Source: an optimization exercise on an open RTL-to-GDS flow (aim: small area). Production flows keep margins and buffers that such runs may drop.
Where RTL was checked, it was by simulation tests only, not by an equivalence proof against the original.
Power is estimated from default activity; no workload was simulated.

==> module baud_rate_generator, before the edit <==
module baud_rate_generator#(
  parameter CLK_FREQ = 50_000_000,
  parameter BAUD_RATE = 1200,
  parameter SAMPLING_RATE = 16,
  parameter MAX_TICKS = (CLK_FREQ + BAUD_RATE*SAMPLING_RATE - 1) / (BAUD_RATE*SAMPLING_RATE),
  parameter COUNT_WIDTH = $clog2(MAX_TICKS)
)(
  input  wire       i_clk,
  input  wire       i_rst_n,
  input  wire [1:0] i_bd_rate,
  output wire       o_tick
);
  localparam [11:0] S0 = 12'h2d2,    
                    S1 = 12'h532,    
                    S2 = 12'h70b,    
                    S3 = 12'ha31;    
  reg [11:0] max_state;
  reg [11:0] counter;
  always @(*) begin
    case (i_bd_rate)
      2'b00:   max_state = S0;
      2'b01:   max_state = S1;
      2'b10:   max_state = S2;
      default: max_state = S3;
    endcase
  end
  assign o_tick = (counter == max_state);
  wire fb = counter[11] ^ counter[5] ^ counter[3] ^ counter[0] ^ ~|counter[10:0];
  always @(posedge i_clk, negedge i_rst_n) begin
    if(!i_rst_n)
      counter <= 12'd0;
    else if(o_tick)
      counter <= 12'd0;
    else
      counter <= {counter[10:0], fb};
  end
endmodule
==> flow/config.mk <==
export PLATFORM = sky130hd
export DESIGN_NAME = uart
export DESIGN_NICKNAME = uart
export VERILOG_FILES = /design/flow/design.v
export SDC_FILE = /design/flow/constraint.sdc
export NUM_CORES = 4
export LEC_CHECK = 0
export CAP_MARGIN = 20
export CORE_MARGIN = 2
export CORE_UTILIZATION = 70
export SLEW_MARGIN = 20
==> flow/constraint.sdc <==
create_clock -name core_clock -period 20.0 [get_ports {i_clk}]
set_input_delay 4.0000 -clock core_clock [delete_from_list [all_inputs] [get_ports {i_clk}]]
set_output_delay 4.0000 -clock core_clock [all_outputs]
set_load 0.01 [all_outputs]
standard.sh (not shown) runs the stock make flow with config.mk's settings and CLKGATE_MAP_FILE= SYNTH_SCRIPT=/design/flow/synth_recipe.tcl, a recipe that flattens the netlist after the stock synthesis.
==> flow/flow/run.sh <==
#!/bin/bash
# The standard layout, changed in three ways that leave the design and
# its registers as the standard synthesis makes them:
#  - synthesis maps the logic with an area-oriented ABC script
#    (flow/abc_area.script) instead of ORFS's speed script; everything else
#    in synthesis (synth_recipe.tcl and ORFS's synth.tcl) is unchanged;
#  - each port gets a buf_1 instead of ORFS's default port buffer;
#  - the clock tree uses clkbuf_8 buffers and no dummy balancing loads.
set -euo pipefail
HERE=$PWD
rm -rf "$HERE/orfs_scripts"
cp -r "$FLOW_HOME/scripts" "$HERE/orfs_scripts"
cp "$HERE/flow/abc_area.script" "$HERE/orfs_scripts/abc_speed.script"
bash standard.sh SCRIPTS_DIR="$HERE/orfs_scripts" synth > "$HERE/synth.log" 2>&1
export BUFFER_PORTS_ARGS="-buffer_cell sky130_fd_sc_hd__buf_1"
export CTS_ARGS="-sink_clustering_enable -repair_clock_nets -dont_use_dummy_load -buf_list {sky130_fd_sc_hd__clkbuf_8}"
bash standard.sh > "$HERE/standard.log" 2>&1
==> flow/flow/abc_area.script <==
strash
&get -n
&deepsyn -T 30 -S 1
&put
dch -f
&get -n
&nf -R 1000
&put
topo
Next try:
--- a/flow/design.v
+++ b/flow/design.v
@@ -8,14 +8,15 @@
   input  wire       i_clk,
   input  wire       i_rst_n,
   input  wire [1:0] i_bd_rate,
   output wire       o_tick
 );
-  localparam [11:0] S0 = 12'h2d2,    
-                    S1 = 12'h532,    
-                    S2 = 12'h70b,    
-                    S3 = 12'ha31;    
+  localparam [11:0] Z  = 12'h440;    
+  localparam [11:0] S0 = 12'h700,    
+                    S1 = 12'h748,    
+                    S2 = 12'h402,    
+                    S3 = 12'h708;    
   reg [11:0] max_state;
   reg [11:0] counter;
   always @(*) begin
     case (i_bd_rate)
       2'b00:   max_state = S0;
@@ -23,16 +24,16 @@
       2'b10:   max_state = S2;
       default: max_state = S3;
     endcase
   end
   assign o_tick = (counter == max_state);
-  wire fb = counter[11] ^ counter[5] ^ counter[3] ^ counter[0] ^ ~|counter[10:0];
+  wire fb = counter[11] ^ counter[8] ^ counter[6] ^ counter[5] ^ ~|counter[10:0];
   always @(posedge i_clk, negedge i_rst_n) begin
     if(!i_rst_n)
-      counter <= 12'd0;
+      counter <= Z;
     else if(o_tick)
-      counter <= 12'd0;
+      counter <= Z;
     else
       counter <= {counter[10:0], fb};
   end
 endmodule
 module fifo#(
Result:
- synthesized cell count decreases by 2.4%
- combinational power decreases by 35%
- critical path depth decreases by 4
- total power decreases by about 16%
- final area decreases by 1.7%
For the first run of this note, only the layout was checked, not whether the RTL still works.

## port drivers added, routing unchanged
Ports are ideal in the flow. The routed layouts listed here were re-timed in OpenROAD.
Step 1 assumes that a clkbuf_16 drives the clock port and a buf_2 every other input.
Step 2 adds t to the input delays and takes it off the output delays; t is the mean of the earliest and latest rising clock arrival at the registers after step 1. Input paths then give back, and output paths get back, about the clock's delay inside the block.
Three values: ideal, step 1, step 2; two values: the first two.
run | t, ns | setup WS [ns] | worst register clock-pin slew, ns | cell pins on the clock port's net
the first run | 0.489 | 12.271 / 12.288 / 11.798 | 0.09 / 0.09 | 1
the second run | 0.469 | 13.046 / 13.058 / 12.590 | 0.09 / 0.09 | 1
After both steps every run listed still meets setup and hold. For the first run, which loses most, drivers alone change the setup slack by +0.017 ns; drivers and shift together by -0.473 ns.
